What follows belongs to an exercise in optimizing a design on an open flow for small area and a short achievable clock period; a production flow would make more cautious choices. Only simulation tests tie the RTL to the original design; equivalence was not proved. No activity file was given, so power comes from the tool's default toggle rates.

**flow/flow/run.sh**
```bash
#!/bin/bash
# The standard layout (the standard.sh), except that the port buffers are
# sky130_fd_sc_hd__buf_2 cells instead of the default delay buffers.
set -euo pipefail
export BUFFER_PORTS_ARGS="-buffer_cell sky130_fd_sc_hd__buf_2"
bash standard.sh > standard.log 2>&1
```
**flow/standard.sh**
```bash
#!/bin/bash
# synth_recipe.tcl (not shown) runs the flow's synth.tcl, then flattens the netlist and writes it again
# the make line also repeats each setting of config.mk as NAME=value (left out here)
make -C /OpenROAD-flow-scripts/flow DESIGN_CONFIG=/design/flow/config.mk WORK_HOME=/design/flow/orfs CLKGATE_MAP_FILE= SYNTH_SCRIPT=/design/flow/synth_recipe.tcl "${@:-finish}"
```
**flow/config.mk**
```make
export PLATFORM = sky130hd
export DESIGN_NAME = mac_16bit
export DESIGN_NICKNAME = mac_16bit
export VERILOG_FILES = /design/flow/design.v
export SDC_FILE = /design/flow/constraint.sdc
export NUM_CORES = 4
export LEC_CHECK = 0
export CAP_MARGIN = 20
export CORE_MARGIN = 2
export CORE_UTILIZATION = 60
export CTS_CLUSTER_DIAMETER = 100
export CTS_CLUSTER_SIZE = 20
export GPL_ROUTABILITY_DRIVEN = 0
export SETUP_SLACK_MARGIN = 4.15
export SLEW_MARGIN = 20
```
**flow/constraint.sdc**
```tcl
create_clock -name core_clock -period 6.9 [get_ports {clk}]
set_input_delay 1.3800 -clock core_clock [delete_from_list [all_inputs] [get_ports {clk}]]
set_output_delay 1.3800 -clock core_clock [all_outputs]
set_load 0.01 [all_outputs]
```
**flow/design.v**
```verilog
module mac_16bit(out_rounded,md,mr,clk,rst);
output reg [26:0] out_rounded;
input [15:0] md,mr;
input clk,rst;
reg [15:0] MD;
reg [7:0] ONE, TWO, NEG;         
reg [84:0] P;                  
reg [39:0] A;                    
reg [5:0] CB;                 
reg [8:0] k;       
reg clr;           
reg z1;            
reg r1, z2;        
wire zero = !rst | clr;
wire [16:0] mrx = {mr, 1'b0};
wire [7:0] one_n, two_n, neg_n;
genvar g;
generate for (g = 0; g < 8; g = g + 1) begin : enc
  assign one_n[g] = mrx[2*g+1] ^ mrx[2*g];
  assign two_n[g] = (mrx[2*g+2] & ~mrx[2*g+1] & ~mrx[2*g]) | (~mrx[2*g+2] & mrx[2*g+1] & mrx[2*g]);
  assign neg_n[g] = mrx[2*g+2] & ~(mrx[2*g+1] & mrx[2*g]);
end endgenerate
wire [16:0] pp0 = (({17{ONE[0]}} & {MD[15], MD}) | ({17{TWO[0]}} & {MD, 1'b0})) ^ {17{NEG[0]}};
wire ns0 = ~pp0[16];
wire [16:0] pp1 = (({17{ONE[1]}} & {MD[15], MD}) | ({17{TWO[1]}} & {MD, 1'b0})) ^ {17{NEG[1]}};
wire ns1 = ~pp1[16];
wire [16:0] pp2 = (({17{ONE[2]}} & {MD[15], MD}) | ({17{TWO[2]}} & {MD, 1'b0})) ^ {17{NEG[2]}};
wire ns2 = ~pp2[16];
wire [16:0] pp3 = (({17{ONE[3]}} & {MD[15], MD}) | ({17{TWO[3]}} & {MD, 1'b0})) ^ {17{NEG[3]}};
wire ns3 = ~pp3[16];
wire [16:0] pp4 = (({17{ONE[4]}} & {MD[15], MD}) | ({17{TWO[4]}} & {MD, 1'b0})) ^ {17{NEG[4]}};
wire ns4 = ~pp4[16];
wire [16:0] pp5 = (({17{ONE[5]}} & {MD[15], MD}) | ({17{TWO[5]}} & {MD, 1'b0})) ^ {17{NEG[5]}};
wire ns5 = ~pp5[16];
wire [16:0] pp6 = (({17{ONE[6]}} & {MD[15], MD}) | ({17{TWO[6]}} & {MD, 1'b0})) ^ {17{NEG[6]}};
wire ns6 = ~pp6[16];
wire [16:0] pp7 = (({17{ONE[7]}} & {MD[15], MD}) | ({17{TWO[7]}} & {MD, 1'b0})) ^ {17{NEG[7]}};
wire ns7 = ~pp7[16];
wire as1, ac2; assign {ac2, as1} = {1'b0, pp0[10]} + {1'b0, pp1[8]};
wire as3, ac4; assign {ac4, as3} = {1'b0, pp0[11]} + {1'b0, pp1[9]};
wire as5, ac6; assign {ac6, as5} = {1'b0, pp0[12]} + {1'b0, pp1[10]} + {1'b0, pp2[8]};
wire as7, ac8; assign {ac8, as7} = {1'b0, pp3[6]} + {1'b0, pp4[4]};
wire as9, ac10; assign {ac10, as9} = {1'b0, pp0[13]} + {1'b0, pp1[11]} + {1'b0, pp2[9]};
wire as11, ac12; assign {ac12, as11} = {1'b0, pp3[7]} + {1'b0, pp4[5]};
wire as13, ac14; assign {ac14, as13} = {1'b0, pp0[14]} + {1'b0, pp1[12]} + {1'b0, pp2[10]};
wire as15, ac16; assign {ac16, as15} = {1'b0, pp3[8]} + {1'b0, pp4[6]} + {1'b0, pp5[4]};
wire as17, ac18; assign {ac18, as17} = {1'b0, pp6[2]} + {1'b0, pp7[0]};
wire as19, ac20; assign {ac20, as19} = {1'b0, pp0[15]} + {1'b0, pp1[13]} + {1'b0, pp2[11]};
wire as21, ac22; assign {ac22, as21} = {1'b0, pp3[9]} + {1'b0, pp4[7]} + {1'b0, pp5[5]};
wire as23, ac24; assign {ac24, as23} = {1'b0, pp6[3]} + {1'b0, pp7[1]};
wire as25 = ~(ns0 ^ pp1[14]); wire ac26 = ns0 | pp1[14];
wire as27, ac28; assign {ac28, as27} = {1'b0, pp2[12]} + {1'b0, pp3[10]} + {1'b0, pp4[8]};
wire as29, ac30; assign {ac30, as29} = {1'b0, pp5[6]} + {1'b0, pp6[4]} + {1'b0, pp7[2]};
wire as31 = ~(pp1[15] ^ pp2[13]); wire ac32 = pp1[15] | pp2[13];
wire as33, ac34; assign {ac34, as33} = {1'b0, pp3[11]} + {1'b0, pp4[9]} + {1'b0, pp5[7]};
wire as35, ac36; assign {ac36, as35} = {1'b0, pp6[5]} + {1'b0, pp7[3]};
wire as37, ac38; assign {ac38, as37} = {1'b0, ns1} + {1'b0, pp2[14]} + {1'b0, pp3[12]};
wire as39, ac40; assign {ac40, as39} = {1'b0, pp4[10]} + {1'b0, pp5[8]} + {1'b0, pp6[6]};
wire as41 = ~(pp2[15] ^ pp3[13]); wire ac42 = pp2[15] | pp3[13];
wire as43, ac44; assign {ac44, as43} = {1'b0, pp4[11]} + {1'b0, pp5[9]};
wire as45, ac46; assign {ac46, as45} = {1'b0, ns2} + {1'b0, pp3[14]} + {1'b0, pp4[12]};
wire as47 = ~pp3[15];
wire as48, ac49; assign {ac49, as48} = {1'b0, pp0[6]} + {1'b0, pp1[4]};
wire as50, ac51; assign {ac51, as50} = {1'b0, pp0[7]} + {1'b0, pp1[5]};
wire as52, ac53; assign {ac53, as52} = {1'b0, pp0[8]} + {1'b0, pp1[6]} + {1'b0, pp2[4]};
wire as54, ac55; assign {ac55, as54} = {1'b0, pp3[2]} + {1'b0, pp4[0]};
wire as56, ac57; assign {ac57, as56} = {1'b0, pp0[9]} + {1'b0, pp1[7]} + {1'b0, pp2[5]};
wire as58, ac59; assign {ac59, as58} = {1'b0, pp3[3]} + {1'b0, pp4[1]};
wire as60, ac61; assign {ac61, as60} = {1'b0, as1} + {1'b0, pp2[6]} + {1'b0, pp3[4]};
wire as62, ac63; assign {ac63, as62} = {1'b0, pp4[2]} + {1'b0, pp5[0]} + {1'b0, NEG[5]};
wire as64, ac65; assign {ac65, as64} = {1'b0, as3} + {1'b0, pp2[7]} + {1'b0, pp3[5]};
wire as66, ac67; assign {ac67, as66} = {1'b0, pp4[3]} + {1'b0, pp5[1]} + {1'b0, ac2};
wire as68, ac69; assign {ac69, as68} = {1'b0, as5} + {1'b0, as7} + {1'b0, pp5[2]};
wire as70, ac71; assign {ac71, as70} = {1'b0, pp6[0]} + {1'b0, NEG[6]} + {1'b0, ac4};
wire as72, ac73; assign {ac73, as72} = {1'b0, as9} + {1'b0, as11} + {1'b0, pp5[3]};
wire as74, ac75; assign {ac75, as74} = {1'b0, pp6[1]} + {1'b0, ac6} + {1'b0, ac8};
wire as76, ac77; assign {ac77, as76} = {1'b0, as13} + {1'b0, as15} + {1'b0, as17};
wire as78, ac79; assign {ac79, as78} = {1'b0, NEG[7]} + {1'b0, ac10} + {1'b0, ac12};
wire as80, ac81; assign {ac81, as80} = {1'b0, as19} + {1'b0, as21} + {1'b0, as23};
wire as82, ac83; assign {ac83, as82} = {1'b0, ac14} + {1'b0, ac16} + {1'b0, ac18};
wire as84, ac85; assign {ac85, as84} = {1'b0, as25} + {1'b0, as27} + {1'b0, as29};
wire as86, ac87; assign {ac87, as86} = {1'b0, ac20} + {1'b0, ac22} + {1'b0, ac24};
wire as88, ac89; assign {ac89, as88} = {1'b0, as31} + {1'b0, as33} + {1'b0, as35};
wire as90, ac91; assign {ac91, as90} = {1'b0, ac26} + {1'b0, ac28} + {1'b0, ac30};
wire as92, ac93; assign {ac93, as92} = {1'b0, as37} + {1'b0, as39} + {1'b0, pp7[4]};
wire as94, ac95; assign {ac95, as94} = {1'b0, ac32} + {1'b0, ac34} + {1'b0, ac36};
wire as96, ac97; assign {ac97, as96} = {1'b0, as41} + {1'b0, as43} + {1'b0, pp6[7]};
wire as98, ac99; assign {ac99, as98} = {1'b0, pp7[5]} + {1'b0, ac38} + {1'b0, ac40};
wire as100, ac101; assign {ac101, as100} = {1'b0, as45} + {1'b0, pp5[10]} + {1'b0, pp6[8]};
wire as102, ac103; assign {ac103, as102} = {1'b0, pp7[6]} + {1'b0, ac42} + {1'b0, ac44};
wire as104, ac105; assign {ac105, as104} = {1'b0, as47} + {1'b0, pp4[13]} + {1'b0, pp5[11]};
wire as106, ac107; assign {ac107, as106} = {1'b0, pp6[9]} + {1'b0, pp7[7]} + {1'b0, ac46};
wire as108, ac109; assign {ac109, as108} = {1'b0, ns3} + {1'b0, pp4[14]} + {1'b0, pp5[12]};
wire as110, ac111; assign {ac111, as110} = {1'b0, pp6[10]} + {1'b0, pp7[8]} + {1'b0, pp3[15]};
wire as112 = ~(pp4[15] ^ pp5[13]); wire ac113 = pp4[15] | pp5[13];
wire as114, ac115; assign {ac115, as114} = {1'b0, pp6[11]} + {1'b0, pp7[9]};
wire as116, ac117; assign {ac117, as116} = {1'b0, ns4} + {1'b0, pp5[14]} + {1'b0, pp6[12]};
wire as118 = ~pp5[15];
wire as119, ac120; assign {ac120, as119} = {1'b0, pp0[4]} + {1'b0, pp1[2]};
wire as121, ac122; assign {ac122, as121} = {1'b0, pp0[5]} + {1'b0, pp1[3]};
wire as123, ac124; assign {ac124, as123} = {1'b0, as48} + {1'b0, pp2[2]} + {1'b0, pp3[0]};
wire as125, ac126; assign {ac126, as125} = {1'b0, as50} + {1'b0, pp2[3]} + {1'b0, pp3[1]};
wire as127, ac128; assign {ac128, as127} = {1'b0, as52} + {1'b0, as54} + {1'b0, NEG[4]};
wire as129, ac130; assign {ac130, as129} = {1'b0, as56} + {1'b0, as58} + {1'b0, ac53};
wire as131, ac132; assign {ac132, as131} = {1'b0, as60} + {1'b0, as62} + {1'b0, ac57};
wire as133, ac134; assign {ac134, as133} = {1'b0, as64} + {1'b0, as66} + {1'b0, ac61};
wire as135, ac136; assign {ac136, as135} = {1'b0, as68} + {1'b0, as70} + {1'b0, ac65};
wire as137, ac138; assign {ac138, as137} = {1'b0, as72} + {1'b0, as74} + {1'b0, ac69};
wire as139, ac140; assign {ac140, as139} = {1'b0, as76} + {1'b0, as78} + {1'b0, ac73};
wire as141, ac142; assign {ac142, as141} = {1'b0, as80} + {1'b0, as82} + {1'b0, ac77};
wire as143, ac144; assign {ac144, as143} = {1'b0, as84} + {1'b0, as86} + {1'b0, ac81};
wire as145, ac146; assign {ac146, as145} = {1'b0, as88} + {1'b0, as90} + {1'b0, ac85};
wire as147, ac148; assign {ac148, as147} = {1'b0, as92} + {1'b0, as94} + {1'b0, ac89};
wire as149, ac150; assign {ac150, as149} = {1'b0, as96} + {1'b0, as98} + {1'b0, ac93};
wire as151, ac152; assign {ac152, as151} = {1'b0, as100} + {1'b0, as102} + {1'b0, ac97};
wire as153, ac154; assign {ac154, as153} = {1'b0, as104} + {1'b0, as106} + {1'b0, ac101};
wire as155, ac156; assign {ac156, as155} = {1'b0, as108} + {1'b0, as110} + {1'b0, ac105};
wire as157, ac158; assign {ac158, as157} = {1'b0, as112} + {1'b0, as114} + {1'b0, ac109};
wire as159, ac160; assign {ac160, as159} = {1'b0, as116} + {1'b0, pp7[10]} + {1'b0, ac113};
wire as161, ac162; assign {ac162, as161} = {1'b0, as118} + {1'b0, pp6[13]} + {1'b0, pp7[11]};
wire as163, ac164; assign {ac164, as163} = {1'b0, ns5} + {1'b0, pp6[14]} + {1'b0, pp7[12]};
wire as165 = ~pp6[15];
wire [84:0] pnext;
assign pnext[0] = pp0[0];
assign pnext[1] = NEG[0];
assign pnext[2] = pp0[1];
assign pnext[3] = pp0[2];
assign pnext[4] = pp1[0];
assign pnext[5] = NEG[1];
assign pnext[6] = pp0[3];
assign pnext[7] = pp1[1];
assign pnext[8] = as119;
assign pnext[9] = pp2[0];
assign pnext[10] = NEG[2];
assign pnext[11] = as121;
assign pnext[12] = pp2[1];
assign pnext[13] = ac120;
assign pnext[14] = as123;
assign pnext[15] = NEG[3];
assign pnext[16] = ac122;
assign pnext[17] = as125;
assign pnext[18] = ac49;
assign pnext[19] = ac124;
assign pnext[20] = as127;
assign pnext[21] = ac51;
assign pnext[22] = ac126;
assign pnext[23] = as129;
assign pnext[24] = ac55;
assign pnext[25] = ac128;
assign pnext[26] = as131;
assign pnext[27] = ac59;
assign pnext[28] = ac130;
assign pnext[29] = as133;
assign pnext[30] = ac63;
assign pnext[31] = ac132;
assign pnext[32] = as135;
assign pnext[33] = ac67;
assign pnext[34] = ac134;
assign pnext[35] = as137;
assign pnext[36] = ac71;
assign pnext[37] = ac136;
assign pnext[38] = as139;
assign pnext[39] = ac75;
assign pnext[40] = ac138;
assign pnext[41] = as141;
assign pnext[42] = ac79;
assign pnext[43] = ac140;
assign pnext[44] = as143;
assign pnext[45] = ac83;
assign pnext[46] = ac142;
assign pnext[47] = as145;
assign pnext[48] = ac87;
assign pnext[49] = ac144;
assign pnext[50] = as147;
assign pnext[51] = ac91;
assign pnext[52] = ac146;
assign pnext[53] = as149;
assign pnext[54] = ac95;
assign pnext[55] = ac148;
assign pnext[56] = as151;
assign pnext[57] = ac99;
assign pnext[58] = ac150;
assign pnext[59] = as153;
assign pnext[60] = ac103;
assign pnext[61] = ac152;
assign pnext[62] = as155;
assign pnext[63] = ac107;
assign pnext[64] = ac154;
assign pnext[65] = as157;
assign pnext[66] = ac111;
assign pnext[67] = ac156;
assign pnext[68] = as159;
assign pnext[69] = ac115;
assign pnext[70] = ac158;
assign pnext[71] = as161;
assign pnext[72] = ac117;
assign pnext[73] = ac160;
assign pnext[74] = as163;
assign pnext[75] = pp5[15];
assign pnext[76] = ac162;
assign pnext[77] = as165;
assign pnext[78] = pp7[13];
assign pnext[79] = ac164;
assign pnext[80] = ns6;
assign pnext[81] = pp7[14];
assign pnext[82] = pp6[15];
assign pnext[83] = pp7[15];
assign pnext[84] = ns7;
wire bs166, bc167; assign {bc167, bs166} = {1'b0, P[3]} + {1'b0, P[4]};
wire bs168, bc169; assign {bc169, bs168} = {1'b0, P[6]} + {1'b0, P[7]};
wire [1:0] bt172 = {1'b0, ~P[8]} + {1'b0, ~P[9]} + {1'b0, ~P[10]}; wire bs170 = ~bt172[0]; wire bc171 = ~bt172[1];
wire [1:0] bt175 = {1'b0, ~P[11]} + {1'b0, ~P[12]} + {1'b0, ~P[13]}; wire bs173 = ~bt175[0]; wire bc174 = ~bt175[1];
wire [1:0] bt178 = {1'b0, ~P[14]} + {1'b0, ~P[15]} + {1'b0, ~P[16]}; wire bs176 = ~bt178[0]; wire bc177 = ~bt178[1];
wire [1:0] bt181 = {1'b0, ~P[17]} + {1'b0, ~P[18]} + {1'b0, ~P[19]}; wire bs179 = ~bt181[0]; wire bc180 = ~bt181[1];
wire [1:0] bt184 = {1'b0, ~P[20]} + {1'b0, ~P[21]} + {1'b0, ~P[22]}; wire bs182 = ~bt184[0]; wire bc183 = ~bt184[1];
wire [1:0] bt187 = {1'b0, ~P[23]} + {1'b0, ~P[24]} + {1'b0, ~P[25]}; wire bs185 = ~bt187[0]; wire bc186 = ~bt187[1];
wire [1:0] bt190 = {1'b0, ~P[26]} + {1'b0, ~P[27]} + {1'b0, ~P[28]}; wire bs188 = ~bt190[0]; wire bc189 = ~bt190[1];
wire [1:0] bt193 = {1'b0, ~P[29]} + {1'b0, ~P[30]} + {1'b0, ~P[31]}; wire bs191 = ~bt193[0]; wire bc192 = ~bt193[1];
wire [1:0] bt196 = {1'b0, ~P[32]} + {1'b0, ~P[33]} + {1'b0, ~P[34]}; wire bs194 = ~bt196[0]; wire bc195 = ~bt196[1];
wire [1:0] bt199 = {1'b0, ~P[35]} + {1'b0, ~P[36]} + {1'b0, ~P[37]}; wire bs197 = ~bt199[0]; wire bc198 = ~bt199[1];
wire [1:0] bt202 = {1'b0, ~P[38]} + {1'b0, ~P[39]} + {1'b0, ~P[40]}; wire bs200 = ~bt202[0]; wire bc201 = ~bt202[1];
wire [1:0] bt205 = {1'b0, ~P[41]} + {1'b0, ~P[42]} + {1'b0, ~P[43]}; wire bs203 = ~bt205[0]; wire bc204 = ~bt205[1];
wire [1:0] bt208 = {1'b0, ~P[44]} + {1'b0, ~P[45]} + {1'b0, ~P[46]}; wire bs206 = ~bt208[0]; wire bc207 = ~bt208[1];
wire [1:0] bt211 = {1'b0, ~P[47]} + {1'b0, ~P[48]} + {1'b0, ~P[49]}; wire bs209 = ~bt211[0]; wire bc210 = ~bt211[1];
wire [1:0] bt214 = {1'b0, ~P[50]} + {1'b0, ~P[51]} + {1'b0, ~P[52]}; wire bs212 = ~bt214[0]; wire bc213 = ~bt214[1];
wire [1:0] bt217 = {1'b0, ~P[53]} + {1'b0, ~P[54]} + {1'b0, ~P[55]}; wire bs215 = ~bt217[0]; wire bc216 = ~bt217[1];
wire [1:0] bt220 = {1'b0, ~P[56]} + {1'b0, ~P[57]} + {1'b0, ~P[58]}; wire bs218 = ~bt220[0]; wire bc219 = ~bt220[1];
wire [1:0] bt223 = {1'b0, ~P[59]} + {1'b0, ~P[60]} + {1'b0, ~P[61]}; wire bs221 = ~bt223[0]; wire bc222 = ~bt223[1];
wire [1:0] bt226 = {1'b0, ~P[62]} + {1'b0, ~P[63]} + {1'b0, ~P[64]}; wire bs224 = ~bt226[0]; wire bc225 = ~bt226[1];
wire [1:0] bt229 = {1'b0, ~P[65]} + {1'b0, ~P[66]} + {1'b0, ~P[67]}; wire bs227 = ~bt229[0]; wire bc228 = ~bt229[1];
wire [1:0] bt232 = {1'b0, ~P[68]} + {1'b0, ~P[69]} + {1'b0, ~P[70]}; wire bs230 = ~bt232[0]; wire bc231 = ~bt232[1];
wire [1:0] bt235 = {1'b0, ~P[71]} + {1'b0, ~P[72]} + {1'b0, ~P[73]}; wire bs233 = ~bt235[0]; wire bc234 = ~bt235[1];
wire [1:0] bt238 = {1'b0, ~P[74]} + {1'b0, ~P[75]} + {1'b0, ~P[76]}; wire bs236 = ~bt238[0]; wire bc237 = ~bt238[1];
wire [1:0] bt241 = {1'b0, ~P[77]} + {1'b0, ~P[78]} + {1'b0, ~P[79]}; wire bs239 = ~bt241[0]; wire bc240 = ~bt241[1];
wire [1:0] bt244 = {1'b0, ~P[80]} + {1'b0, ~P[81]} + {1'b0, ~P[82]}; wire bs242 = ~bt244[0]; wire bc243 = ~bt244[1];
wire bs245 = ~P[83];
wire bs246, bc247; assign {bc247, bs246} = {1'b0, P[0]} + {1'b0, P[1]};
wire bs248, bc249; assign {bc249, bs248} = {1'b0, P[2]} + {1'b0, A[1]};
wire [1:0] bt252 = {1'b0, ~bs166} + {1'b0, ~P[5]} + {1'b0, ~A[2]}; wire bs250 = ~bt252[0]; wire bc251 = ~bt252[1];
wire [1:0] bt255 = {1'b0, ~bs168} + {1'b0, ~A[3]} + {1'b0, ~bc167}; wire bs253 = ~bt255[0]; wire bc254 = ~bt255[1];
wire [1:0] bt258 = {1'b0, ~bs170} + {1'b0, ~A[4]} + {1'b0, ~bc169}; wire bs256 = ~bt258[0]; wire bc257 = ~bt258[1];
wire [1:0] bt261 = {1'b0, ~bs173} + {1'b0, ~A[5]} + {1'b0, ~bc171}; wire bs259 = ~bt261[0]; wire bc260 = ~bt261[1];
wire [1:0] bt264 = {1'b0, ~bs176} + {1'b0, ~A[6]} + {1'b0, ~bc174}; wire bs262 = ~bt264[0]; wire bc263 = ~bt264[1];
wire [1:0] bt267 = {1'b0, ~bs179} + {1'b0, ~A[7]} + {1'b0, ~bc177}; wire bs265 = ~bt267[0]; wire bc266 = ~bt267[1];
wire [1:0] bt270 = {1'b0, ~bs182} + {1'b0, ~A[8]} + {1'b0, ~bc180}; wire bs268 = ~bt270[0]; wire bc269 = ~bt270[1];
wire [1:0] bt273 = {1'b0, ~bs185} + {1'b0, ~A[9]} + {1'b0, ~bc183}; wire bs271 = ~bt273[0]; wire bc272 = ~bt273[1];
wire [1:0] bt276 = {1'b0, ~bs188} + {1'b0, ~A[10]} + {1'b0, ~bc186}; wire bs274 = ~bt276[0]; wire bc275 = ~bt276[1];
wire [1:0] bt279 = {1'b0, ~bs191} + {1'b0, ~A[11]} + {1'b0, ~bc189}; wire bs277 = ~bt279[0]; wire bc278 = ~bt279[1];
wire [1:0] bt282 = {1'b0, ~bs194} + {1'b0, ~A[12]} + {1'b0, ~bc192}; wire bs280 = ~bt282[0]; wire bc281 = ~bt282[1];
wire [1:0] bt285 = {1'b0, ~bs197} + {1'b0, ~A[13]} + {1'b0, ~bc195}; wire bs283 = ~bt285[0]; wire bc284 = ~bt285[1];
wire [1:0] bt288 = {1'b0, ~bs200} + {1'b0, ~A[14]} + {1'b0, ~bc198}; wire bs286 = ~bt288[0]; wire bc287 = ~bt288[1];
wire [1:0] bt291 = {1'b0, ~bs203} + {1'b0, ~A[15]} + {1'b0, ~bc201}; wire bs289 = ~bt291[0]; wire bc290 = ~bt291[1];
wire [1:0] bt294 = {1'b0, ~bs206} + {1'b0, ~A[16]} + {1'b0, ~bc204}; wire bs292 = ~bt294[0]; wire bc293 = ~bt294[1];
wire [1:0] bt297 = {1'b0, ~bs209} + {1'b0, ~A[17]} + {1'b0, ~bc207}; wire bs295 = ~bt297[0]; wire bc296 = ~bt297[1];
wire [1:0] bt300 = {1'b0, ~bs212} + {1'b0, ~A[18]} + {1'b0, ~bc210}; wire bs298 = ~bt300[0]; wire bc299 = ~bt300[1];
wire [1:0] bt303 = {1'b0, ~bs215} + {1'b0, ~A[19]} + {1'b0, ~bc213}; wire bs301 = ~bt303[0]; wire bc302 = ~bt303[1];
wire [1:0] bt306 = {1'b0, ~bs218} + {1'b0, ~A[20]} + {1'b0, ~bc216}; wire bs304 = ~bt306[0]; wire bc305 = ~bt306[1];
wire [1:0] bt309 = {1'b0, ~bs221} + {1'b0, ~A[21]} + {1'b0, ~bc219}; wire bs307 = ~bt309[0]; wire bc308 = ~bt309[1];
wire [1:0] bt312 = {1'b0, ~bs224} + {1'b0, ~A[22]} + {1'b0, ~bc222}; wire bs310 = ~bt312[0]; wire bc311 = ~bt312[1];
wire [1:0] bt315 = {1'b0, ~bs227} + {1'b0, ~A[23]} + {1'b0, ~bc225}; wire bs313 = ~bt315[0]; wire bc314 = ~bt315[1];
wire [1:0] bt318 = {1'b0, ~bs230} + {1'b0, ~A[24]} + {1'b0, ~bc228}; wire bs316 = ~bt318[0]; wire bc317 = ~bt318[1];
wire [1:0] bt321 = {1'b0, ~bs233} + {1'b0, ~A[25]} + {1'b0, ~bc231}; wire bs319 = ~bt321[0]; wire bc320 = ~bt321[1];
wire [1:0] bt324 = {1'b0, ~bs236} + {1'b0, ~A[26]} + {1'b0, ~bc234}; wire bs322 = ~bt324[0]; wire bc323 = ~bt324[1];
wire [1:0] bt327 = {1'b0, ~bs239} + {1'b0, ~A[27]} + {1'b0, ~bc237}; wire bs325 = ~bt327[0]; wire bc326 = ~bt327[1];
wire [1:0] bt330 = {1'b0, ~bs242} + {1'b0, ~A[28]} + {1'b0, ~bc240}; wire bs328 = ~bt330[0]; wire bc329 = ~bt330[1];
wire [1:0] bt333 = {1'b0, ~bs245} + {1'b0, ~A[29]} + {1'b0, ~bc243}; wire bs331 = ~bt333[0]; wire bc332 = ~bt333[1];
wire [1:0] bt336 = {1'b0, ~P[84]} + {1'b0, ~A[30]} + {1'b0, ~P[83]}; wire bs334 = ~bt336[0]; wire bc335 = ~bt336[1];
wire bs337 = ~A[31];
wire [7:0] yhi = 8'd0 + {7'd0, A[31]} - 8'd1;
wire k0_g338, k0_p344; assign {k0_g338, k0_p344} = {1'b0, bs246} + {1'b0, A[0]};
wire k0_g339, k0_p345; assign {k0_g339, k0_p345} = {1'b0, bs248} + {1'b0, bc247};
wire k0_g340, k0_p346; assign {k0_g340, k0_p346} = {1'b0, bs250} + {1'b0, bc249};
wire k0_g341, k0_p347; assign {k0_g341, k0_p347} = {1'b0, bs253} + {1'b0, bc251};
wire k0_g342, k0_p348; assign {k0_g342, k0_p348} = {1'b0, bs256} + {1'b0, bc254};
wire k0_g343, k0_p349; assign {k0_g343, k0_p349} = {1'b0, bs259} + {1'b0, bc257};
wire k0_G350 = k0_g339 | (k0_p345 & k0_g338);
wire k0_P351 = k0_p345 & k0_p344;
wire k0_G352 = k0_g340 | (k0_p346 & k0_g339);
wire k0_P353 = k0_p346 & k0_p345;
wire k0_G354 = k0_g341 | (k0_p347 & k0_g340);
wire k0_P355 = k0_p347 & k0_p346;
wire k0_G356 = k0_g342 | (k0_p348 & k0_g341);
wire k0_P357 = k0_p348 & k0_p347;
wire k0_G358 = k0_g343 | (k0_p349 & k0_g342);
wire k0_P359 = k0_p349 & k0_p348;
wire k0_G360 = k0_G352 | (k0_P353 & k0_g338);
wire k0_P361 = k0_P353 & k0_p344;
wire k0_G362 = k0_G354 | (k0_P355 & k0_G350);
wire k0_P363 = k0_P355 & k0_P351;
wire k0_G364 = k0_G356 | (k0_P357 & k0_G352);
wire k0_P365 = k0_P357 & k0_P353;
wire k0_G366 = k0_G358 | (k0_P359 & k0_G354);
wire k0_P367 = k0_P359 & k0_P355;
wire k0_G368 = k0_G364 | (k0_P365 & k0_g338);
wire k0_P369 = k0_P365 & k0_p344;
wire k0_G370 = k0_G366 | (k0_P367 & k0_G350);
wire k0_P371 = k0_P367 & k0_P351;
wire k0_s372 = k0_p344;
wire k0_s373 = k0_p345 ^ k0_g338;
wire k0_s374 = k0_p346 ^ k0_G350;
wire k0_s375 = k0_p347 ^ k0_G360;
wire k0_s376 = k0_p348 ^ k0_G362;
wire k0_s377 = k0_p349 ^ k0_G368;
wire k1_g378, k1_p384; assign {k1_g378, k1_p384} = {1'b0, bs262} + {1'b0, bc260};
wire k1_g379, k1_p385; assign {k1_g379, k1_p385} = {1'b0, bs265} + {1'b0, bc263};
wire k1_g380, k1_p386; assign {k1_g380, k1_p386} = {1'b0, bs268} + {1'b0, bc266};
wire k1_g381, k1_p387; assign {k1_g381, k1_p387} = {1'b0, bs271} + {1'b0, bc269};
wire k1_g382, k1_p388; assign {k1_g382, k1_p388} = {1'b0, bs274} + {1'b0, bc272};
wire k1_g383, k1_p389; assign {k1_g383, k1_p389} = {1'b0, bs277} + {1'b0, bc275};
wire k1_G390 = k1_g379 | (k1_p385 & k1_g378);
wire k1_P391 = k1_p385 & k1_p384;
wire k1_G392 = k1_g380 | (k1_p386 & k1_g379);
wire k1_P393 = k1_p386 & k1_p385;
wire k1_G394 = k1_g381 | (k1_p387 & k1_g380);
wire k1_P395 = k1_p387 & k1_p386;
wire k1_G396 = k1_g382 | (k1_p388 & k1_g381);
wire k1_P397 = k1_p388 & k1_p387;
wire k1_G398 = k1_g383 | (k1_p389 & k1_g382);
wire k1_P399 = k1_p389 & k1_p388;
wire k1_G400 = k1_G392 | (k1_P393 & k1_g378);
wire k1_P401 = k1_P393 & k1_p384;
wire k1_G402 = k1_G394 | (k1_P395 & k1_G390);
wire k1_P403 = k1_P395 & k1_P391;
wire k1_G404 = k1_G396 | (k1_P397 & k1_G392);
wire k1_P405 = k1_P397 & k1_P393;
wire k1_G406 = k1_G398 | (k1_P399 & k1_G394);
wire k1_P407 = k1_P399 & k1_P395;
wire k1_G408 = k1_G404 | (k1_P405 & k1_g378);
wire k1_P409 = k1_P405 & k1_p384;
wire k1_G410 = k1_G406 | (k1_P407 & k1_G390);
wire k1_P411 = k1_P407 & k1_P391;
wire k1_s412 = k1_p384 ^ CB[0];
wire k1_c413 = k1_g378 | (k1_p384 & CB[0]);
wire k1_s414 = k1_p385 ^ k1_c413;
wire k1_c415 = k1_G390 | (k1_P391 & CB[0]);
wire k1_s416 = k1_p386 ^ k1_c415;
wire k1_c417 = k1_G400 | (k1_P401 & CB[0]);
wire k1_s418 = k1_p387 ^ k1_c417;
wire k1_c419 = k1_G402 | (k1_P403 & CB[0]);
wire k1_s420 = k1_p388 ^ k1_c419;
wire k1_c421 = k1_G408 | (k1_P409 & CB[0]);
wire k1_s422 = k1_p389 ^ k1_c421;
wire k1_co423 = k1_G410 | (k1_P411 & CB[0]);
wire k2_g424, k2_p430; assign {k2_g424, k2_p430} = {1'b0, bs280} + {1'b0, bc278};
wire k2_g425, k2_p431; assign {k2_g425, k2_p431} = {1'b0, bs283} + {1'b0, bc281};
wire k2_g426, k2_p432; assign {k2_g426, k2_p432} = {1'b0, bs286} + {1'b0, bc284};
wire k2_g427, k2_p433; assign {k2_g427, k2_p433} = {1'b0, bs289} + {1'b0, bc287};
wire k2_g428, k2_p434; assign {k2_g428, k2_p434} = {1'b0, bs292} + {1'b0, bc290};
wire k2_g429, k2_p435; assign {k2_g429, k2_p435} = {1'b0, bs295} + {1'b0, bc293};
wire k2_G436 = k2_g425 | (k2_p431 & k2_g424);
wire k2_P437 = k2_p431 & k2_p430;
wire k2_G438 = k2_g426 | (k2_p432 & k2_g425);
wire k2_P439 = k2_p432 & k2_p431;
wire k2_G440 = k2_g427 | (k2_p433 & k2_g426);
wire k2_P441 = k2_p433 & k2_p432;
wire k2_G442 = k2_g428 | (k2_p434 & k2_g427);
wire k2_P443 = k2_p434 & k2_p433;
wire k2_G444 = k2_g429 | (k2_p435 & k2_g428);
wire k2_P445 = k2_p435 & k2_p434;
wire k2_G446 = k2_G438 | (k2_P439 & k2_g424);
wire k2_P447 = k2_P439 & k2_p430;
wire k2_G448 = k2_G440 | (k2_P441 & k2_G436);
wire k2_P449 = k2_P441 & k2_P437;
wire k2_G450 = k2_G442 | (k2_P443 & k2_G438);
wire k2_P451 = k2_P443 & k2_P439;
wire k2_G452 = k2_G444 | (k2_P445 & k2_G440);
wire k2_P453 = k2_P445 & k2_P441;
wire k2_G454 = k2_G450 | (k2_P451 & k2_g424);
wire k2_P455 = k2_P451 & k2_p430;
wire k2_G456 = k2_G452 | (k2_P453 & k2_G436);
wire k2_P457 = k2_P453 & k2_P437;
wire k2_s458 = k2_p430 ^ CB[1];
wire k2_c459 = k2_g424 | (k2_p430 & CB[1]);
wire k2_s460 = k2_p431 ^ k2_c459;
wire k2_c461 = k2_G436 | (k2_P437 & CB[1]);
wire k2_s462 = k2_p432 ^ k2_c461;
wire k2_c463 = k2_G446 | (k2_P447 & CB[1]);
wire k2_s464 = k2_p433 ^ k2_c463;
wire k2_c465 = k2_G448 | (k2_P449 & CB[1]);
wire k2_s466 = k2_p434 ^ k2_c465;
wire k2_c467 = k2_G454 | (k2_P455 & CB[1]);
wire k2_s468 = k2_p435 ^ k2_c467;
wire k2_co469 = k2_G456 | (k2_P457 & CB[1]);
wire k3_g470, k3_p476; assign {k3_g470, k3_p476} = {1'b0, bs298} + {1'b0, bc296};
wire k3_g471, k3_p477; assign {k3_g471, k3_p477} = {1'b0, bs301} + {1'b0, bc299};
wire k3_g472, k3_p478; assign {k3_g472, k3_p478} = {1'b0, bs304} + {1'b0, bc302};
wire k3_g473, k3_p479; assign {k3_g473, k3_p479} = {1'b0, bs307} + {1'b0, bc305};
wire k3_g474, k3_p480; assign {k3_g474, k3_p480} = {1'b0, bs310} + {1'b0, bc308};
wire k3_g475, k3_p481; assign {k3_g475, k3_p481} = {1'b0, bs313} + {1'b0, bc311};
wire k3_G482 = k3_g471 | (k3_p477 & k3_g470);
wire k3_P483 = k3_p477 & k3_p476;
wire k3_G484 = k3_g472 | (k3_p478 & k3_g471);
wire k3_P485 = k3_p478 & k3_p477;
wire k3_G486 = k3_g473 | (k3_p479 & k3_g472);
wire k3_P487 = k3_p479 & k3_p478;
wire k3_G488 = k3_g474 | (k3_p480 & k3_g473);
wire k3_P489 = k3_p480 & k3_p479;
wire k3_G490 = k3_g475 | (k3_p481 & k3_g474);
wire k3_P491 = k3_p481 & k3_p480;
wire k3_G492 = k3_G484 | (k3_P485 & k3_g470);
wire k3_P493 = k3_P485 & k3_p476;
wire k3_G494 = k3_G486 | (k3_P487 & k3_G482);
wire k3_P495 = k3_P487 & k3_P483;
wire k3_G496 = k3_G488 | (k3_P489 & k3_G484);
wire k3_P497 = k3_P489 & k3_P485;
wire k3_G498 = k3_G490 | (k3_P491 & k3_G486);
wire k3_P499 = k3_P491 & k3_P487;
wire k3_G500 = k3_G496 | (k3_P497 & k3_g470);
wire k3_P501 = k3_P497 & k3_p476;
wire k3_G502 = k3_G498 | (k3_P499 & k3_G482);
wire k3_P503 = k3_P499 & k3_P483;
wire k3_s504 = k3_p476 ^ CB[2];
wire k3_c505 = k3_g470 | (k3_p476 & CB[2]);
wire k3_s506 = k3_p477 ^ k3_c505;
wire k3_c507 = k3_G482 | (k3_P483 & CB[2]);
wire k3_s508 = k3_p478 ^ k3_c507;
wire k3_c509 = k3_G492 | (k3_P493 & CB[2]);
wire k3_s510 = k3_p479 ^ k3_c509;
wire k3_c511 = k3_G494 | (k3_P495 & CB[2]);
wire k3_s512 = k3_p480 ^ k3_c511;
wire k3_c513 = k3_G500 | (k3_P501 & CB[2]);
wire k3_s514 = k3_p481 ^ k3_c513;
wire k3_co515 = k3_G502 | (k3_P503 & CB[2]);
wire k4_g516, k4_p522; assign {k4_g516, k4_p522} = {1'b0, bs316} + {1'b0, bc314};
wire k4_g517, k4_p523; assign {k4_g517, k4_p523} = {1'b0, bs319} + {1'b0, bc317};
wire k4_g518, k4_p524; assign {k4_g518, k4_p524} = {1'b0, bs322} + {1'b0, bc320};
wire k4_g519, k4_p525; assign {k4_g519, k4_p525} = {1'b0, bs325} + {1'b0, bc323};
wire k4_g520, k4_p526; assign {k4_g520, k4_p526} = {1'b0, bs328} + {1'b0, bc326};
wire k4_g521, k4_p527; assign {k4_g521, k4_p527} = {1'b0, bs331} + {1'b0, bc329};
wire k4_G528 = k4_g517 | (k4_p523 & k4_g516);
wire k4_P529 = k4_p523 & k4_p522;
wire k4_G530 = k4_g518 | (k4_p524 & k4_g517);
wire k4_P531 = k4_p524 & k4_p523;
wire k4_G532 = k4_g519 | (k4_p525 & k4_g518);
wire k4_P533 = k4_p525 & k4_p524;
wire k4_G534 = k4_g520 | (k4_p526 & k4_g519);
wire k4_P535 = k4_p526 & k4_p525;
wire k4_G536 = k4_g521 | (k4_p527 & k4_g520);
wire k4_P537 = k4_p527 & k4_p526;
wire k4_G538 = k4_G530 | (k4_P531 & k4_g516);
wire k4_P539 = k4_P531 & k4_p522;
wire k4_G540 = k4_G532 | (k4_P533 & k4_G528);
wire k4_P541 = k4_P533 & k4_P529;
wire k4_G542 = k4_G534 | (k4_P535 & k4_G530);
wire k4_P543 = k4_P535 & k4_P531;
wire k4_G544 = k4_G536 | (k4_P537 & k4_G532);
wire k4_P545 = k4_P537 & k4_P533;
wire k4_G546 = k4_G542 | (k4_P543 & k4_g516);
wire k4_P547 = k4_P543 & k4_p522;
wire k4_G548 = k4_G544 | (k4_P545 & k4_G528);
wire k4_P549 = k4_P545 & k4_P529;
wire k4_s550 = k4_p522 ^ CB[3];
wire k4_c551 = k4_g516 | (k4_p522 & CB[3]);
wire k4_s552 = k4_p523 ^ k4_c551;
wire k4_c553 = k4_G528 | (k4_P529 & CB[3]);
wire k4_s554 = k4_p524 ^ k4_c553;
wire k4_c555 = k4_G538 | (k4_P539 & CB[3]);
wire k4_s556 = k4_p525 ^ k4_c555;
wire k4_c557 = k4_G540 | (k4_P541 & CB[3]);
wire k4_s558 = k4_p526 ^ k4_c557;
wire k4_c559 = k4_G546 | (k4_P547 & CB[3]);
wire k4_s560 = k4_p527 ^ k4_c559;
wire k4_co561 = k4_G548 | (k4_P549 & CB[3]);
wire k5_g562, k5_p568; assign {k5_g562, k5_p568} = {1'b0, bs334} + {1'b0, bc332};
wire k5_g563, k5_p569; assign {k5_g563, k5_p569} = {1'b0, bs337} + {1'b0, bc335};
wire k5_g564, k5_p570; assign {k5_g564, k5_p570} = {1'b0, A[32]} + {1'b0, yhi[0]};
wire k5_g565, k5_p571; assign {k5_g565, k5_p571} = {1'b0, A[33]} + {1'b0, yhi[1]};
wire k5_g566, k5_p572; assign {k5_g566, k5_p572} = {1'b0, A[34]} + {1'b0, yhi[2]};
wire k5_g567, k5_p573; assign {k5_g567, k5_p573} = {1'b0, A[35]} + {1'b0, yhi[3]};
wire k5_G574 = k5_g563 | (k5_p569 & k5_g562);
wire k5_P575 = k5_p569 & k5_p568;
wire k5_G576 = k5_g564 | (k5_p570 & k5_g563);
wire k5_P577 = k5_p570 & k5_p569;
wire k5_G578 = k5_g565 | (k5_p571 & k5_g564);
wire k5_P579 = k5_p571 & k5_p570;
wire k5_G580 = k5_g566 | (k5_p572 & k5_g565);
wire k5_P581 = k5_p572 & k5_p571;
wire k5_G582 = k5_g567 | (k5_p573 & k5_g566);
wire k5_P583 = k5_p573 & k5_p572;
wire k5_G584 = k5_G576 | (k5_P577 & k5_g562);
wire k5_P585 = k5_P577 & k5_p568;
wire k5_G586 = k5_G578 | (k5_P579 & k5_G574);
wire k5_P587 = k5_P579 & k5_P575;
wire k5_G588 = k5_G580 | (k5_P581 & k5_G576);
wire k5_P589 = k5_P581 & k5_P577;
wire k5_G590 = k5_G582 | (k5_P583 & k5_G578);
wire k5_P591 = k5_P583 & k5_P579;
wire k5_G592 = k5_G588 | (k5_P589 & k5_g562);
wire k5_P593 = k5_P589 & k5_p568;
wire k5_G594 = k5_G590 | (k5_P591 & k5_G574);
wire k5_P595 = k5_P591 & k5_P575;
wire k5_s596 = k5_p568 ^ CB[4];
wire k5_c597 = k5_g562 | (k5_p568 & CB[4]);
wire k5_s598 = k5_p569 ^ k5_c597;
wire k5_c599 = k5_G574 | (k5_P575 & CB[4]);
wire k5_s600 = k5_p570 ^ k5_c599;
wire k5_c601 = k5_G584 | (k5_P585 & CB[4]);
wire k5_s602 = k5_p571 ^ k5_c601;
wire k5_c603 = k5_G586 | (k5_P587 & CB[4]);
wire k5_s604 = k5_p572 ^ k5_c603;
wire k5_c605 = k5_G592 | (k5_P593 & CB[4]);
wire k5_s606 = k5_p573 ^ k5_c605;
wire k5_co607 = k5_G594 | (k5_P595 & CB[4]);
wire k6_g608, k6_p612; assign {k6_g608, k6_p612} = {1'b0, A[36]} + {1'b0, yhi[4]};
wire k6_g609, k6_p613; assign {k6_g609, k6_p613} = {1'b0, A[37]} + {1'b0, yhi[5]};
wire k6_g610, k6_p614; assign {k6_g610, k6_p614} = {1'b0, A[38]} + {1'b0, yhi[6]};
wire k6_g611, k6_p615; assign {k6_g611, k6_p615} = {1'b0, A[39]} + {1'b0, yhi[7]};
wire k6_G616 = k6_g609 | (k6_p613 & k6_g608);
wire k6_P617 = k6_p613 & k6_p612;
wire k6_G618 = k6_g610 | (k6_p614 & k6_g609);
wire k6_P619 = k6_p614 & k6_p613;
wire k6_G620 = k6_g611 | (k6_p615 & k6_g610);
wire k6_P621 = k6_p615 & k6_p614;
wire k6_G622 = k6_G618 | (k6_P619 & k6_g608);
wire k6_P623 = k6_P619 & k6_p612;
wire k6_G624 = k6_G620 | (k6_P621 & k6_G616);
wire k6_P625 = k6_P621 & k6_P617;
wire k6_s626 = k6_p612 ^ CB[5];
wire k6_c627 = k6_g608 | (k6_p612 & CB[5]);
wire k6_s628 = k6_p613 ^ k6_c627;
wire k6_c629 = k6_G616 | (k6_P617 & CB[5]);
wire k6_s630 = k6_p614 ^ k6_c629;
wire k6_c631 = k6_G622 | (k6_P623 & CB[5]);
wire k6_s632 = k6_p615 ^ k6_c631;
wire k6_co633 = k6_G624 | (k6_P625 & CB[5]);
wire [39:0] sum = {k6_s632, k6_s630, k6_s628, k6_s626, k5_s606, k5_s604, k5_s602, k5_s600, k5_s598, k5_s596, k4_s560, k4_s558, k4_s556, k4_s554, k4_s552, k4_s550, k3_s514, k3_s512, k3_s510, k3_s508, k3_s506, k3_s504, k2_s468, k2_s466, k2_s464, k2_s462, k2_s460, k2_s458, k1_s422, k1_s420, k1_s418, k1_s416, k1_s414, k1_s412, k0_s377, k0_s376, k0_s375, k0_s374, k0_s373, k0_s372};
wire [5:0] cbnext = {k5_co607, k4_co561, k3_co515, k2_co469, k1_co423, k0_G370};
wire [13:0] L = {1'b0, A[12:0]} + {7'd0, CB[0], 6'd0} + {1'd0, CB[1], 12'd0};
wire c13 = L[13];
wire up = L[12] & ((A[13] ^ c13) | (|L[11:0]));
wire rg634, rp661; assign {rg634, rp661} = {1'b0, A[13]} + {1'b0, c13};
wire rg635 = 1'b0; wire rp662 = A[14];
wire rg636 = 1'b0; wire rp663 = A[15];
wire rg637 = 1'b0; wire rp664 = A[16];
wire rg638 = 1'b0; wire rp665 = A[17];
wire rg639, rp666; assign {rg639, rp666} = {1'b0, A[18]} + {1'b0, CB[2]};
wire rg640 = 1'b0; wire rp667 = A[19];
wire rg641 = 1'b0; wire rp668 = A[20];
wire rg642 = 1'b0; wire rp669 = A[21];
wire rg643 = 1'b0; wire rp670 = A[22];
wire rg644 = 1'b0; wire rp671 = A[23];
wire rg645, rp672; assign {rg645, rp672} = {1'b0, A[24]} + {1'b0, CB[3]};
wire rg646 = 1'b0; wire rp673 = A[25];
wire rg647 = 1'b0; wire rp674 = A[26];
wire rg648 = 1'b0; wire rp675 = A[27];
wire rg649 = 1'b0; wire rp676 = A[28];
wire rg650 = 1'b0; wire rp677 = A[29];
wire rg651, rp678; assign {rg651, rp678} = {1'b0, A[30]} + {1'b0, CB[4]};
wire rg652 = 1'b0; wire rp679 = A[31];
wire rg653 = 1'b0; wire rp680 = A[32];
wire rg654 = 1'b0; wire rp681 = A[33];
wire rg655 = 1'b0; wire rp682 = A[34];
wire rg656 = 1'b0; wire rp683 = A[35];
wire rg657, rp684; assign {rg657, rp684} = {1'b0, A[36]} + {1'b0, CB[5]};
wire rg658 = 1'b0; wire rp685 = A[37];
wire rg659 = 1'b0; wire rp686 = A[38];
wire rg660 = 1'b0; wire rp687 = A[39];
wire rG688 = rg635 | (rp662 & rg634);
wire rP689 = rp662 & rp661;
wire rG690 = rg637 | (rp664 & rg636);
wire rP691 = rp664 & rp663;
wire rG692 = rg639 | (rp666 & rg638);
wire rP693 = rp666 & rp665;
wire rG694 = rg641 | (rp668 & rg640);
wire rP695 = rp668 & rp667;
wire rG696 = rg643 | (rp670 & rg642);
wire rP697 = rp670 & rp669;
wire rG698 = rg645 | (rp672 & rg644);
wire rP699 = rp672 & rp671;
wire rG700 = rg647 | (rp674 & rg646);
wire rP701 = rp674 & rp673;
wire rG702 = rg649 | (rp676 & rg648);
wire rP703 = rp676 & rp675;
wire rG704 = rg651 | (rp678 & rg650);
wire rP705 = rp678 & rp677;
wire rG706 = rg653 | (rp680 & rg652);
wire rP707 = rp680 & rp679;
wire rG708 = rg655 | (rp682 & rg654);
wire rP709 = rp682 & rp681;
wire rG710 = rg657 | (rp684 & rg656);
wire rP711 = rp684 & rp683;
wire rG712 = rg659 | (rp686 & rg658);
wire rP713 = rp686 & rp685;
wire rG714 = rg636 | (rp663 & rG688);
wire rP715 = rp663 & rP689;
wire rG716 = rG690 | (rP691 & rG688);
wire rP717 = rP691 & rP689;
wire rG718 = rg640 | (rp667 & rG692);
wire rP719 = rp667 & rP693;
wire rG720 = rG694 | (rP695 & rG692);
wire rP721 = rP695 & rP693;
wire rG722 = rg644 | (rp671 & rG696);
wire rP723 = rp671 & rP697;
wire rG724 = rG698 | (rP699 & rG696);
wire rP725 = rP699 & rP697;
wire rG726 = rg648 | (rp675 & rG700);
wire rP727 = rp675 & rP701;
wire rG728 = rG702 | (rP703 & rG700);
wire rP729 = rP703 & rP701;
wire rG730 = rg652 | (rp679 & rG704);
wire rP731 = rp679 & rP705;
wire rG732 = rG706 | (rP707 & rG704);
wire rP733 = rP707 & rP705;
wire rG734 = rg656 | (rp683 & rG708);
wire rP735 = rp683 & rP709;
wire rG736 = rG710 | (rP711 & rG708);
wire rP737 = rP711 & rP709;
wire rG738 = rg660 | (rp687 & rG712);
wire rP739 = rp687 & rP713;
wire rG740 = rg638 | (rp665 & rG716);
wire rP741 = rp665 & rP717;
wire rG742 = rG692 | (rP693 & rG716);
wire rP743 = rP693 & rP717;
wire rG744 = rG718 | (rP719 & rG716);
wire rP745 = rP719 & rP717;
wire rG746 = rG720 | (rP721 & rG716);
wire rP747 = rP721 & rP717;
wire rG748 = rg646 | (rp673 & rG724);
wire rP749 = rp673 & rP725;
wire rG750 = rG700 | (rP701 & rG724);
wire rP751 = rP701 & rP725;
wire rG752 = rG726 | (rP727 & rG724);
wire rP753 = rP727 & rP725;
wire rG754 = rG728 | (rP729 & rG724);
wire rP755 = rP729 & rP725;
wire rG756 = rg654 | (rp681 & rG732);
wire rP757 = rp681 & rP733;
wire rG758 = rG708 | (rP709 & rG732);
wire rP759 = rP709 & rP733;
wire rG760 = rG734 | (rP735 & rG732);
wire rP761 = rP735 & rP733;
wire rG762 = rG736 | (rP737 & rG732);
wire rP763 = rP737 & rP733;
wire rG764 = rg642 | (rp669 & rG746);
wire rP765 = rp669 & rP747;
wire rG766 = rG696 | (rP697 & rG746);
wire rP767 = rP697 & rP747;
wire rG768 = rG722 | (rP723 & rG746);
wire rP769 = rP723 & rP747;
wire rG770 = rG724 | (rP725 & rG746);
wire rP771 = rP725 & rP747;
wire rG772 = rG748 | (rP749 & rG746);
wire rP773 = rP749 & rP747;
wire rG774 = rG750 | (rP751 & rG746);
wire rP775 = rP751 & rP747;
wire rG776 = rG752 | (rP753 & rG746);
wire rP777 = rP753 & rP747;
wire rG778 = rG754 | (rP755 & rG746);
wire rP779 = rP755 & rP747;
wire rG780 = rg658 | (rp685 & rG762);
wire rP781 = rp685 & rP763;
wire rG782 = rG712 | (rP713 & rG762);
wire rP783 = rP713 & rP763;
wire rG784 = rG738 | (rP739 & rG762);
wire rP785 = rP739 & rP763;
wire rG786 = rg650 | (rp677 & rG778);
wire rP787 = rp677 & rP779;
wire rG788 = rG704 | (rP705 & rG778);
wire rP789 = rP705 & rP779;
wire rG790 = rG730 | (rP731 & rG778);
wire rP791 = rP731 & rP779;
wire rG792 = rG732 | (rP733 & rG778);
wire rP793 = rP733 & rP779;
wire rG794 = rG756 | (rP757 & rG778);
wire rP795 = rP757 & rP779;
wire rG796 = rG758 | (rP759 & rG778);
wire rP797 = rP759 & rP779;
wire rG798 = rG760 | (rP761 & rG778);
wire rP799 = rP761 & rP779;
wire rG800 = rG762 | (rP763 & rG778);
wire rP801 = rP763 & rP779;
wire rG802 = rG780 | (rP781 & rG778);
wire rP803 = rP781 & rP779;
wire rG804 = rG782 | (rP783 & rG778);
wire rP805 = rP783 & rP779;
wire rG806 = rG784 | (rP785 & rG778);
wire rP807 = rP785 & rP779;
wire rs808 = rp661 ^ up;
wire rc809 = rg634 | (rp661 & up);
wire rs810 = rp662 ^ rc809;
wire rc811 = rG688 | (rP689 & up);
wire rs812 = rp663 ^ rc811;
wire rc813 = rG714 | (rP715 & up);
wire rs814 = rp664 ^ rc813;
wire rc815 = rG716 | (rP717 & up);
wire rs816 = rp665 ^ rc815;
wire rc817 = rG740 | (rP741 & up);
wire rs818 = rp666 ^ rc817;
wire rc819 = rG742 | (rP743 & up);
wire rs820 = rp667 ^ rc819;
wire rc821 = rG744 | (rP745 & up);
wire rs822 = rp668 ^ rc821;
wire rc823 = rG746 | (rP747 & up);
wire rs824 = rp669 ^ rc823;
wire rc825 = rG764 | (rP765 & up);
wire rs826 = rp670 ^ rc825;
wire rc827 = rG766 | (rP767 & up);
wire rs828 = rp671 ^ rc827;
wire rc829 = rG768 | (rP769 & up);
wire rs830 = rp672 ^ rc829;
wire rc831 = rG770 | (rP771 & up);
wire rs832 = rp673 ^ rc831;
wire rc833 = rG772 | (rP773 & up);
wire rs834 = rp674 ^ rc833;
wire rc835 = rG774 | (rP775 & up);
wire rs836 = rp675 ^ rc835;
wire rc837 = rG776 | (rP777 & up);
wire rs838 = rp676 ^ rc837;
wire rc839 = rG778 | (rP779 & up);
wire rs840 = rp677 ^ rc839;
wire rc841 = rG786 | (rP787 & up);
wire rs842 = rp678 ^ rc841;
wire rc843 = rG788 | (rP789 & up);
wire rs844 = rp679 ^ rc843;
wire rc845 = rG790 | (rP791 & up);
wire rs846 = rp680 ^ rc845;
wire rc847 = rG792 | (rP793 & up);
wire rs848 = rp681 ^ rc847;
wire rc849 = rG794 | (rP795 & up);
wire rs850 = rp682 ^ rc849;
wire rc851 = rG796 | (rP797 & up);
wire rs852 = rp683 ^ rc851;
wire rc853 = rG798 | (rP799 & up);
wire rs854 = rp684 ^ rc853;
wire rc855 = rG800 | (rP801 & up);
wire rs856 = rp685 ^ rc855;
wire rc857 = rG802 | (rP803 & up);
wire rs858 = rp686 ^ rc857;
wire rc859 = rG804 | (rP805 & up);
wire rs860 = rp687 ^ rc859;
wire rco861 = rG806 | (rP807 & up);
wire [26:0] rnd = {rs860, rs858, rs856, rs854, rs852, rs850, rs848, rs846, rs844, rs842, rs840, rs838, rs836, rs834, rs832, rs830, rs828, rs826, rs824, rs822, rs820, rs818, rs816, rs814, rs812, rs810, rs808};
always @(posedge clk) begin
  MD <= md;
  ONE <= one_n;
  TWO <= two_n;
  NEG <= neg_n;
  P <= pnext;
  z1 <= zero;
  r1 <= !rst;
  z2 <= r1;
  if (z1 | z2) A <= 40'd0;
  else A <= sum;
  if (z1 | z2) CB <= 6'd0;
  else CB <= cbnext;
  out_rounded <= (zero | z1) ? 27'd0 : rnd;
  if (zero) k <= {8'd0, clr};
  else k <= k + 9'd1;
  clr <= rst & !clr & (k == 9'd258);
end
endmodule
```
==> flow_summary.toml, run 1 <==
[run_status]
status = "timing/DRC/antenna clean"

[grt]
grt-ovfl-total = 0
grt_max_degree = 43
antenna_found_initial = 0
grt_pass1_wl_microns = 40450
grt_pass1_vias = 7869
grt_usage = 0.2288

[timing]
fin_crit_ps = 2663
timing.slew.headroom = 0.4603
fin_crit_sh = 0.3859
tns_ps = 0
rsz0062_at_grt = "true"
max_freq_mhz = 375.5
tightest_slew_ps = 809.5
finalClockSkew_ps = 12.90
slew_viol_final = 0
setup-violations-final = 0
hold_viol_final = 0

[logic_synthesis]
synth_area_sq_mm = 0.01264
synth_edf_count = 0
avgSynthCellArea_sq_um = 10.44
synth_fp_nets = 1446
ys_types = 58
async_reset_ff_frac = 0
syn-instance-count = 1210
ys.flop_type = "dfxtp_1"
synth_warnings = 1
ys_ff_latch = 211
ys_seq_area_frac = 0.3342

[clock_tree]
cts_root_buf = "clkbuf_16"
path_clk_slew_ps = 80
cts.sinks = 211
cts_buffer_depth = 3
cts_buffers = 14
h-tree-depth = 1
clk_latency_ps = 480
ctsHoldBuffers = 0
tritoncts = "built"

[drt]
postRouteWirelength_microns = 24960
drc = 0
ant_nets = 0
via_per_inst = 5.479
wire_per_inst_microns = 16.81
vias = 8137
drtIter0Drc = 432
dr.pass1.iters = 5

[layout]
final_common_cell = "dfxtp_1"
layout_common_cells = "173 x dfxtp_1, 126 x xnor2_1, 120 x a22oi_1"
fin_area_sq_mm = 0.01357
final_cell_count_no_fill = 1485
nets = 1446
areaGrowthSynthToFinish_pct = 7.356
diodes = 0
drive_above_1_share = 0.1281

[critical_path]
crit-reg2reg-launch = "MD[9]"
worstPathCellList = "a22oi_1 -> xnor2_1 -> fa_1 -> fa_1 -> fa_1"
crit_family = "adder cells"
worst-path-buf-inv = 0
r2r_end = "P[38]"
crit_path_end_kind = "flop"
cpPeakStageDelay_ps = 580
ff2ff_setup_slack_ps = 4240
arrival_ps = 3010
crit_type = "flop to flop"
path_common_cell = "fa_1"
cp.required_ps = 7250
critPathSlowestCell = "fa_1"
r2r_cells = 5
critPathLaunchType = "flop"
cp_max_fo = 16

[place]
placed_area_sq_mm = 0.01299
dp_cells = 1466
io_buffers = 60
dpl.hpwl_microns = 18270

[die]
num_io_pins = 61
core_sq_mm = 0.02082
initial_core_util = 0.6070
die_w_microns = 149.1
fp-row-count = 53
dieArea_sq_mm = 0.02224
chipHeight_microns = 149.1

[min_path]
hold_path.class = "flop to flop"
min_to = "z2"
whs_path_depth = 0
hp-start = "r1"

[power_and_ir_drop]
power_density_mw_per_mm2 = 444.9
power_leakage_uw = 0.005801
vdd_drop_max_mv = 0.2503

[job]
cap_violations = 0
-- Yosys cell counts (3+ instances only) --
master / count / area [sq um]
nand2_1: 28 / 105.1
inv_1: 114 / 427.9
nand3_1: 8 / 40.04
a21o_1: 13 / 97.59
buf_1: 4 / 15.01
nor3_1: 17 / 85.08
o211ai_1: 4 / 30.03
dfxtp_1: 211 / 4224
buf_2: 5 / 25.02
ha_1: 80 / 1001
fa_1: 122 / 2442
or3_1: 7 / 43.79
xor2_1: 60 / 525.5
mux2_2: 3 / 33.78
nor2_1: 69 / 259.0
nand2b_1: 8 / 50.05
nand3b_1: 7 / 52.55
a31o_2: 3 / 26.28
clkbuf_1: 73 / 274.0
a21oi_1: 29 / 145.1
and2_1: 6 / 37.54
o21bai_1: 6 / 45.04
xnor2_1: 126 / 1104
nor2b_1: 11 / 68.82
o21a_1: 3 / 22.52
a22oi_1: 120 / 900.9
o21ai_0: 32 / 160.2
-- layout make-up --
type                            count  area [sq um]
Inverter                          114         427.9
Tap cell                          275         344.1
Clock buffer                       15         375.4
Clock inverter                      1         11.26
Sequential cell                   211          4274
Timing Repair Buffer               66         357.8
Multi-Input combinational cell    803          7777
Fill cell                        1735          7254
-- timing repair --
action	CTS	global route
setup buffers	0	3
pin swaps	2	11
endpoints found under the setup margin	35	27
gates resized for setup	43	20
-- layer usage --
| metal | track usage | routed length, microns | vias to the layer above |
|---|---|---|---|
| met3 | 0.03976 | 1280 | 35 |
| met1 | 0.3453 | 12560 | 3900 |
| met2 | 0.3459 | 10660 | 226 |
| met4 | 0.05286 | 463 | 0 |
| met5 | 0 | 0 | - |
| li1 | - | - | 3976 |
-- kinds of logic (layout without fill, tap and decap cells) --
| group | count (synthesis) | in the layout | synth area share |
|---|---|---|---|
| adders and majority gates | 202 | 202 | 0.2724 |
| buffers and inverters | 196 | 196 | 0.05871 |
| AOI/OAI and AO/OA | 226 | 226 | 0.1258 |
| xor gates and xnor gates | 186 | 186 | 0.1289 |
| muxes | 5 | 5 | 0.004554 |
| and+or+nand+nor | 184 | 184 | 0.07534 |
| DFF | 211 | 211 | 0.3342 |
-- power by group --
group | internal, uW | switching, uW | total, uW
sequential | 1530 | 274 | 1810
combinational | 1680 | 1760 | 3440
clock | 391 | 397 | 787
total | 3600 | 2430 | 6040
-- sequential cells by signal, indices dropped and copies added (netlist names), 6 cells and up --
name / flops
A: 40
CB: 6
MD: 16
NEG: 8
ONE: 8
P: 85
TWO: 8
k: 9
out_rounded: 27
-- per-stage QoR --
stage	hold slack (ps)	setup WS, ps	util	power (uW)
after global placement	314.9	3890	0.6239	4988
after CTS	334.0	4157	0.6473	5974
after floorplan	309.6	4173	-	4425
after detailed placement	314.6	3841	0.6239	5113
after global routing	347.3	4106	0.6516	6682
final	332.9	4237	0.6516	6036
-- how the worst max path moves through the flow --
stage,end,depth (start not counted),start
2_1_floorplan,P[56],7,NEG[4]
3_3_place_gp,out_rounded[19],6,rst
3_5_place_dp,out_rounded[19],6,rst
4_1_cts,CB[2],11,P[29]
5_1_grt,A[10],10,P[14]
6_report,P[38],5,MD[9]
==> run 2: changes to the inputs <==
--- a/flow/config.mk
+++ b/flow/config.mk
@@ -11,5 +11,4 @@
 export CTS_CLUSTER_DIAMETER = 100
-export CTS_CLUSTER_SIZE = 20
-export GPL_ROUTABILITY_DRIVEN = 0
-export SETUP_SLACK_MARGIN = 4.15
+export CTS_CLUSTER_SIZE = 25
+export SETUP_SLACK_MARGIN = 4.2
 export SLEW_MARGIN = 20
==> run 2 against run 1 <==
Against the previous run: synthesized cell count unchanged; utilization up 0.43 points; still clean; sequential cell count unchanged; maximum frequency is 0.77% higher; power about the same; count of clock-buffer cells in the layout down 2; non-clock buffer count is 9 higher; sequential share of layout area shrank 0.11 points; sequential power about the same; first-iteration DRC count grew 21%; critical endpoint is now P[41].
==> flow_summary.toml, run 2 <==
[run_status]
status = "timing/DRC/antenna clean"

[grt]
grt_pass1_wl_microns = 40410
antenna_found_initial = 0
grt-ovfl-total = 0
grt_max_degree = 43
grt_usage = 0.2283
grt_pass1_vias = 7778

[logic_synthesis]
syn-instance-count = 1210
ys_seq_area_frac = 0.3342
ys_types = 58
synth_area_sq_mm = 0.01264
synth.most_common_cell = "dfxtp_1"
async_reset_ff_frac = 0
avgSynthCellArea_sq_um = 10.44
synth_fp_nets = 1446
ys_ff_latch = 211
synth_edf_count = 0
netlist.area_leader.share = 0.3342
synth_warnings = 1
synth_top_cell_by_area = "dfxtp_1"
ys_top_cells_by_count = "211 x dfxtp_1, 126 x xnor2_1, 122 x fa_1"
synthTopCellsByArea = "dfxtp_1 33%, fa_1 19%, xnor2_1 8.7%"
ys.flop_type = "dfxtp_1"

[min_path]
hp-start = "r1"
hold_path.class = "flop to flop"

[place]
dpl.hpwl_microns = 18190
routabilityCongestion = 0.8327
placed_area_sq_mm = 0.01300
dp_cells = 1467
dp_slack_ps = 3840
io_buffers = 60

[layout]
final_cell_count_no_fill = 1493
reg_top3 = "P: 85 flops, A: 40 flops, out_rounded: 27 flops"
areaGrowthSynthToFinish_pct = 8.069
diodes = 0
fin_area_sq_mm = 0.01366
final_common_cell = "dfxtp_1"
nets = 1453
largest_register_ffs = 85
post-route-util = 0.6559
layout_common_cells = "170 x dfxtp_1, 126 x xnor2_1, 120 x a22oi_1"
drive_above_1_share = 0.1429
top_register = "P"

[clock_tree]
h-tree-depth = 1
path_clk_slew_ps = 100
cts.sinks = 211
ctsHoldBuffers = 0
tritoncts = "built"
cts_root_buf = "clkbuf_16"
clk_latency_ps = 480
cts_buffers = 12
cts_buffer_depth = 3

[timing]
tns_ps = 0
setup-violations-final = 0
fin_crit_ps = 2643
finalClockSkew_ps = 9.817
timing.slew.headroom = 0.4580
rsz0062_at_grt = "true"
tightest_slew_ps = 813.0
hold_viol_final = 0
fin_crit_sh = 0.3830
fin_ws_ps = 4257
slew_viol_final = 0
max_freq_mhz = 378.4

[critical_path]
critPathLaunchType = "flop"
cp.required_ps = 7260
r2r_cells = 6
ff2ff_setup_slack_ps = 4260
crit_type = "flop to flop"
worstSetupStartpoint = "MD[8]"
cp_max_fo = 16
crit_end = "P[41]"
r2r_end = "P[41]"
arrival_ps = 3000
crit_path_end_kind = "flop"
crit-reg2reg-launch = "MD[8]"

[die]
core_sq_mm = 0.02082
dieArea_sq_mm = 0.02224
fp-row-count = 53
die_w_microns = 149.1
initial_core_util = 0.6070
num_io_pins = 61
chipHeight_microns = 149.1

[drt]
via_per_inst = 5.443
wire_per_inst_microns = 16.81
vias = 8126
ant_nets = 0
drtIter0Drc = 521
dr.pass1.iters = 5
postRouteWirelength_microns = 25100
drc = 0

[job]
cap_violations = 0

[power_and_ir_drop]
vdd_drop_max_mv = 0.2118
power_density_mw_per_mm2 = 441.6
power_leakage_uw = 0.005827
[run 2: cell count changes in the layout (fill, tap and decap cells not counted), moves of 2 or more]
cell | before | now
a21oi_1 | 23 | 21
fa_2 | 3 | 5
a21oi_2 | 4 | 6
clkbuf_16 | 15 | 13
o21ai_2 | 3 | 5
dfxtp_1 | 173 | 170
dfxtp_4 | 1 | 5
buf_4 | 5 | 13
fa_1 | 119 | 117
buf_6 | 0 | 2
[run 2: logic make-up (layout without fill, tap and decap cells)]
logic type / count (synthesis) / in the layout / share of synthesized area
and+or+nand+nor: 184 / 184 / 0.07534
AOI/OAI and AO/OA: 226 / 226 / 0.1258
DFF: 211 / 211 / 0.3342
muxes: 5 / 5 / 0.004554
adders and majority gates: 202 / 202 / 0.2724
buffers and inverters: 196 / 204 / 0.05871
xor gates and xnor gates: 186 / 186 / 0.1289
[run 2: how the worst min path moves through the flow]
stage | endpoint | slack, ps | cells past startpoint
2_1_floorplan | z2 | 310 | 0
3_3_place_gp | z2 | 310 | 0
3_5_place_dp | z2 | 310 | 0
4_1_cts | z2 | 340 | 0
5_1_grt | z2 | 350 | 0
6_report | z2 | 330 | 0
[run 2: cell type report]
type	count	area (sq um)
clock inverters	2	21.27
flip-flops and latches	211	4288
clock buffers	13	325.3
repair buffers	75	420.4
well taps	275	344.1
inverters	114	427.9
fillers	1735	7164
multi-input cells	803	7831
[run 2: layer usage]
layer,global-route usage,vias to the layer above,share of wire
met5,0,-,0
met4,0.04429,0,0.015
met3,0.04434,26,0.059
met2,0.3486,206,0.44
met1,0.3415,3899,0.49
li1,-,3995,-
[run 2: critical path, stage by stage (launching register included)]
cell,delay (ps)
dfxtp_2,600
a22oi_1,140
xor2_1,180
fa_1,580
inv_1,80
fa_1,520
fa_1,410
[run 2: repair_timing]
| item | in CTS | in global routing |
|---|---|---|
| gates resized for setup | 48 | 37 |
| setup endpoints to repair | 40 | 38 |
| setup buffers | 5 | 6 |
| pin swaps | 3 | 26 |
[run 2: through the flow]
step / power, uW / hold WS, ps
2_1_floorplan: 4426 / 309.6
3_3_place_gp: 4990 / 314.2
3_5_place_dp: 5106 / 314.6
4_1_cts: 5928 / 337.8
5_1_grt: 6702 / 348.7
6_report: 6032 / 333.5
[run 2: power breakdown]
part	switching [uW]	internal, uW	leakage, uW
logic	1780	1700	0.00389
clock network	396	344	0.000171
registers	272	1530	0.00176
total	2450	3580	0.00583

[port drivers added, routing unchanged]
No port has a modelled driver above. Below, the same layouts with a new extraction and two added sets of constraints.
Step 1, drivers: a clkbuf_16 drives clk and a buf_2 each remaining input, both assumed.
Step 2 times the ports against the registers' clock, not the clock port: input delays grow and output delays shrink by t, the midpoint of the rising clock arrivals with the driver on.
a / b / c = no drivers / after step 1 / after step 2; a / b = the first two.
run | shift t [ns] | slack for setup (ns) | hold WS [ns] | worst register clock-pin slew, ns
run 1 | 0.514 | 4.237 / 4.237 / 3.843 | 0.333 / 0.333 / 0.333 | 0.08 / 0.08
run 2 | 0.517 | 4.257 / 4.257 / 3.837 | 0.334 / 0.334 / 0.334 | 0.10 / 0.10
After both steps setup and hold are still met in every run listed. The setup slack of run 2, which loses most, moves by 0.000 ns with the drivers and by -0.420 ns with both steps.
